This design comes from an exercise in tuning for small area and a short achievable clock period on the open sky130 flow, not from production work. Function was checked by simulation only, so behaviour that the tests miss may differ from the original. The flow treats the clock pin as an ideal source, which a real chip does not have.

==> run a <==
// Optimized_Wallace
module Optimized_Wallace(
    input clk, rst,
    input [15:0] A, B,
    output reg [31:0] PRODUCT
);
export LEC_CHECK = 0
export CAP_MARGIN = 20
export CORE_MARGIN = 2
export CORE_UTILIZATION = 60
export CTS_BUF_LIST = sky130_fd_sc_hd__clkbuf_16
export CTS_CLUSTER_DIAMETER = 100
export CTS_CLUSTER_SIZE = 25
export SETUP_SLACK_MARGIN = 1.4
export SLEW_MARGIN = 20
export SYNTH_HIERARCHICAL = 1
export SYNTH_MINIMUM_KEEP_SIZE = 0
export TNS_END_PERCENT = 0
create_clock -name core_clock -period 3.0 [get_ports {clk}]
standard.sh (not shown) runs the stock make flow with config.mk's settings and CLKGATE_MAP_FILE= SYNTH_SCRIPT=/design/flow/synth_recipe.tcl, a recipe that flattens the netlist after the stock synthesis.
==> flow/flow/run.sh <==
#!/bin/bash
set -euo pipefail
export BUFFER_PORTS_ARGS="-buffer_cell sky130_fd_sc_hd__buf_1"
bash standard.sh cts > flow_cts.log 2>&1
export RES=$PWD/orfs/results/sky130hd/Optimized_Wallace/base
export PLATFORM_DIR=$FLOW_HOME/platforms/sky130hd
export SKEW_PLAN=$PWD/flow/plan.tcl
openroad -no_splash -exit flow/skew.tcl > skew_eco.log 2>&1
bash standard.sh finish > flow_make.log 2>&1
==> flow/flow/plan.tcl <==
set rootnet $root
branch r1 {ra* rb15* one* two* neg*} {clkbuf_16} 2 [$block findNet clk]
set root $rootnet
tune r2 {r2*} 0.39 4
tune r3 {r3*} 0.575 3
tune prod {PRODUCT*} 0.77 2
==> flow/flow/skew.tcl <==
set res $::env(RES)
read_lef $::env(PLATFORM_DIR)/lef/sky130_fd_sc_hd.tlef
read_lef $::env(PLATFORM_DIR)/lef/sky130_fd_sc_hd_merged.lef
read_liberty $::env(PLATFORM_DIR)/lib/sky130_fd_sc_hd__tt_025C_1v80.lib
read_db $res/4_cts.odb
read_sdc $res/4_cts.sdc
source $::env(PLATFORM_DIR)/setRC.tcl
set db [ord::get_db]
set block [ord::get_db_block]
set root [$block findNet clknet_0_clk]

proc master {n} { return [[ord::get_db] findMaster sky130_fd_sc_hd__$n] }
set uid 0
proc newbuf {type innet x y} {
  global block uid
  incr uid
  set inst [odb::dbInst_create $block [master $type] "cksk_buf_$uid"]
  set net [odb::dbNet_create $block "cksk_net_$uid"]
  $net setSigType CLOCK
  [$inst findITerm A] connect $innet
  [$inst findITerm X] connect $net
  $inst setLocation [expr int($x)] [expr int($y)]
  $inst setPlacementStatus PLACED
  return $net
}
proc flops {pats} {
  global block
  set out {}
  foreach inst [$block getInsts] {
    set n [$inst getName]
    foreach p $pats { if {[string match $p $n]} { lappend out $inst; break } }
  }
  return $out
}
proc centroid {insts} {
  set sx 0; set sy 0
  foreach i $insts { set b [$i getBBox]; set sx [expr $sx + [$b xMin]]; set sy [expr $sy + [$b yMin]] }
  set n [llength $insts]
  return [list [expr $sx / $n] [expr $sy / $n]]
}
# chain: list of buffer types from the root; the last one is repeated per leaf cluster
proc branch {name pats chain nleaf {src {}}} {
  global root
  if {$src ne {}} { set root $src }
  set fl [flops $pats]
  set fl [lsort -command {apply {{a b} {expr {[[$a getBBox] xMin] - [[$b getBBox] xMin]}}}} $fl]
  set c [centroid $fl]
  set net $root
  if {![llength $chain]} {
    foreach f $fl { set it [$f findITerm CLK]; $it disconnect; $it connect $root }
    puts "branch $name: [llength $fl] flops on the root net"
    return
  }
  foreach t [lrange $chain 0 end-1] { set net [newbuf $t $net [lindex $c 0] [lindex $c 1]] }
  set per [expr {([llength $fl] + $nleaf - 1) / $nleaf}]
  for {set k 0} {$k < $nleaf} {incr k} {
    set grp [lrange $fl [expr $k*$per] [expr ($k+1)*$per - 1]]
    if {![llength $grp]} continue
    set cc [centroid $grp]
    set leaf [newbuf [lindex $chain end] $net [lindex $cc 0] [lindex $cc 1]]
    foreach f $grp {
      set it [$f findITerm CLK]
      $it disconnect
      $it connect $leaf
    }
  }
  puts "branch $name: [llength $fl] flops, chain $chain x $nleaf"
}

# Build a branch, measure the mean clock latency of its flops, and undo it.
set created {}
proc newbuf2 {type innet x y} {
  global created
  set net [newbuf $type $innet $x $y]
  lappend created $net
  return $net
}
proc build {fl chain nleaf} {
  global root created
  set created {}
  set c [centroid $fl]
  set net $root
  foreach t [lrange $chain 0 end-1] { set net [newbuf2 $t $net [lindex $c 0] [lindex $c 1]] }
  set per [expr {([llength $fl] + $nleaf - 1) / $nleaf}]
  for {set k 0} {$k < $nleaf} {incr k} {
    set grp [lrange $fl [expr $k*$per] [expr ($k+1)*$per - 1]]
    if {![llength $grp]} continue
    set cc [centroid $grp]
    set leaf [newbuf2 [lindex $chain end] $net [lindex $cc 0] [lindex $cc 1]]
    foreach f $grp { set it [$f findITerm CLK]; $it disconnect; $it connect $leaf }
  }
}
proc undo {fl orig} {
  global created
  foreach f $fl o $orig { set it [$f findITerm CLK]; $it disconnect; $it connect $o }
  foreach net [lreverse $created] {
    foreach it [$net getITerms] { if {[$it isOutputSignal]} { set inst [$it getInst] } }
    odb::dbInst_destroy $inst
    odb::dbNet_destroy $net
  }
  set created {}
}
proc meanlat {fl} {
  global maxslew
  estimate_parasitics -placement
  set s 0.0
  set maxslew 0.0
  foreach f $fl {
    set pin [get_pins "[$f getName]/CLK"]
    set s [expr {$s + [get_property $pin arrival_max_rise]}]
    set sl [get_property $pin slew_max]
    if {$sl > $maxslew} { set maxslew $sl }
  }
  return [expr {$s / [llength $fl]}]
}
proc tune {name pats target nleaf} {
  global maxslew
  set fl [flops $pats]
  set fl [lsort -command {apply {{a b} {expr {[[$a getBBox] xMin] - [[$b getBBox] xMin]}}}} $fl]
  set orig {}
  foreach f $fl { lappend orig [[$f findITerm CLK] getNet] }
  set best {}
  set besterr 1e9
  set bestn $nleaf
  foreach leaf {clkbuf_16 clkbuf_8} {
    foreach nl [list [expr {$nleaf - 1}] $nleaf [expr {$nleaf + 1}] [expr {$nleaf + 2}]] {
      if {$nl < 1} continue
      foreach first {{} clkbuf_1 clkbuf_2 clkbuf_8 clkbuf_16} {
        for {set n 0} {$n <= 14} {incr n} {
          set chain [concat $first [lrepeat $n clkbuf_4] $leaf]
          build $fl $chain $nl
          set lat [meanlat $fl]
          undo $fl $orig
          set err [expr {abs($lat - $target)}]
          puts "tune $name: $chain x $nl -> [format %.3f $lat] slew [format %.3f $maxslew] (target [format %.3f $target])"
          if {$maxslew < 0.100 && $err < $besterr} { set besterr $err; set best $chain; set bestn $nl }
          if {$lat > $target + 0.2} break
        }
      }
    }
  }
  build $fl $best $bestn
  puts "tune $name: chose $best x $bestn, latency [format %.3f [meanlat $fl]] slew [format %.3f $maxslew]"
}

source $::env(SKEW_PLAN)
# remove clock buffers left without sinks
set changed 1
while {$changed} {
  set changed 0
  foreach inst [$block getInsts] {
    set m [[$inst getMaster] getName]
    if {![string match "*clkbuf*" $m] && ![string match "*clkinv*" $m]} continue
    set x [$inst findITerm X]
    if {$x eq "NULL"} { set x [$inst findITerm Y] }
    if {$x eq "NULL"} continue
    set n [$x getNet]
    if {$n eq "NULL"} continue
    if {[llength [$n getITerms]] <= 1 && [llength [$n getBTerms]] == 0} {
      puts "removing [$inst getName]"
      odb::dbInst_destroy $inst
      odb::dbNet_destroy $n
      set changed 1
    }
  }
}
detailed_placement
check_placement
estimate_parasitics -placement
set_propagated_clock [all_clocks]
catch { report_checks -path_delay max -group_path_count 3 -format end }
catch { report_clock_skew }
foreach p {ra[0]* one0* r2[0]* r3[0]* PRODUCT[0]* v1*} {
  catch { foreach pin [get_pins -quiet $p/CLK] { puts "latency [get_full_name $pin] [get_property $pin arrival_max_rise]" } }
}
write_db $res/4_cts.odb
==> inputs of run b, as changes to run a <==
==> flow/flow/plan.tcl (replaced) <==
branch r1 {ra* rb15* one* two* neg*} {clkbuf_16} 2
branch r3 {r3*} {clkbuf_4 clkbuf_4 clkbuf_16} 2
branch prod {PRODUCT*} {clkbuf_4 clkbuf_4 clkbuf_4 clkbuf_16} 1
==> flow/flow/skew.tcl (replaced) <==
set res $::env(RES)
read_lef $::env(PLATFORM_DIR)/lef/sky130_fd_sc_hd.tlef
read_lef $::env(PLATFORM_DIR)/lef/sky130_fd_sc_hd_merged.lef
read_liberty $::env(PLATFORM_DIR)/lib/sky130_fd_sc_hd__tt_025C_1v80.lib
read_db $res/4_cts.odb
read_sdc $res/4_cts.sdc
source $::env(PLATFORM_DIR)/setRC.tcl
set db [ord::get_db]
set block [ord::get_db_block]
set root [$block findNet clknet_0_clk]

proc master {n} { return [[ord::get_db] findMaster sky130_fd_sc_hd__$n] }
set uid 0
proc newbuf {type innet x y} {
  global block uid
  incr uid
  set inst [odb::dbInst_create $block [master $type] "cksk_buf_$uid"]
  set net [odb::dbNet_create $block "cksk_net_$uid"]
  $net setSigType CLOCK
  [$inst findITerm A] connect $innet
  [$inst findITerm X] connect $net
  $inst setLocation [expr int($x)] [expr int($y)]
  $inst setPlacementStatus PLACED
  return $net
}
proc flops {pats} {
  global block
  set out {}
  foreach inst [$block getInsts] {
    set n [$inst getName]
    foreach p $pats { if {[string match $p $n]} { lappend out $inst; break } }
  }
  return $out
}
proc centroid {insts} {
  set sx 0; set sy 0
  foreach i $insts { set b [$i getBBox]; set sx [expr $sx + [$b xMin]]; set sy [expr $sy + [$b yMin]] }
  set n [llength $insts]
  return [list [expr $sx / $n] [expr $sy / $n]]
}
# chain: list of buffer types from the root; the last one is repeated per leaf cluster
proc branch {name pats chain nleaf} {
  global root
  set fl [flops $pats]
  set fl [lsort -command {apply {{a b} {expr {[[$a getBBox] xMin] - [[$b getBBox] xMin]}}}} $fl]
  set c [centroid $fl]
  set net $root
  foreach t [lrange $chain 0 end-1] { set net [newbuf $t $net [lindex $c 0] [lindex $c 1]] }
  set per [expr {([llength $fl] + $nleaf - 1) / $nleaf}]
  for {set k 0} {$k < $nleaf} {incr k} {
    set grp [lrange $fl [expr $k*$per] [expr ($k+1)*$per - 1]]
    if {![llength $grp]} continue
    set cc [centroid $grp]
    set leaf [newbuf [lindex $chain end] $net [lindex $cc 0] [lindex $cc 1]]
    foreach f $grp {
      set it [$f findITerm CLK]
      $it disconnect
      $it connect $leaf
    }
  }
  puts "branch $name: [llength $fl] flops, chain $chain x $nleaf"
}
source $::env(SKEW_PLAN)
# remove clock buffers left without sinks
set changed 1
while {$changed} {
  set changed 0
  foreach inst [$block getInsts] {
    set m [[$inst getMaster] getName]
    if {![string match "*clkbuf*" $m] && ![string match "*clkinv*" $m]} continue
    set x [$inst findITerm X]
    if {$x eq "NULL"} { set x [$inst findITerm Y] }
    if {$x eq "NULL"} continue
    set n [$x getNet]
    if {$n eq "NULL"} continue
    if {[llength [$n getITerms]] <= 1 && [llength [$n getBTerms]] == 0} {
      puts "removing [$inst getName]"
      odb::dbInst_destroy $inst
      odb::dbNet_destroy $n
      set changed 1
    }
  }
}
detailed_placement
check_placement
estimate_parasitics -placement
set_propagated_clock [all_clocks]
catch { report_checks -path_delay max -group_path_count 3 -format end }
catch { report_clock_skew }
foreach p {ra[0]* one0* r2[0]* r3[0]* PRODUCT[0]* v1*} {
  catch { foreach pin [get_pins -quiet $p/CLK] { puts "latency [get_full_name $pin] [get_property $pin arrival_max_rise]" } }
}
write_db $res/4_cts.odb
==> flow_metrics.tcl <==
set metrics [dict create \
    run_status "no timing/DRC/antenna violations" \
    nonClockBufferCount 92 \
    power.clock.fraction_pct 18.3 \
    reg2reg_setup_slack_ps 960 \
    via_per_inst 5.77 \
    worst_hold_path.num_cells 0 \
    met1_length_mm 10.7 \
]
-- figures above: run b

==> flow_metrics.tcl <==
set metrics [dict create \
    reg2reg_setup_slack_ps 1070 \
    met1_length_mm 10.8 \
    power.clock.fraction_pct 21.2 \
    run_status "no timing/DRC/antenna violations" \
    report.power.total_mw 12.3 \
    largest_net_degree_at_the_start_of_global_routing 36 \
    worst_hold_path.num_cells 1 \
    drtAntennaViolNets 0 \
]
-- figures above: run a

## re-timing with driven ports
The results above use ideal ports. As a check the final layouts listed here were re-extracted and re-timed, cells and wires unchanged.
Step 1 assumes that a clkbuf_16 drives the clock port and a buf_2 every other input.
Step 2, shift: input delay + t, output delay - t, t = (earliest + latest rising clock arrival at the registers) / 2. This alone moves slack from input paths to output paths.
a / b / c = no drivers / after step 1 / after step 2; a / b = the first two.
run	t, ns	setup WS [ns]	worst hold slack (ns)	latest minus earliest clock arrival (ns)	worst data-port slew with drivers (ns)
run a	0.526	1.074 / 1.071 / 1.074	0.229 / 0.229 / 0.229	0.627 / 0.626	0.03
run b	0.551	0.962 / 0.962 / 0.962	0.348 / 0.331 / 0.348	0.364 / 0.365	0.03
Clock arrivals are far apart in run a and run b, so t is only a midpoint there and step 2 fits no single register.
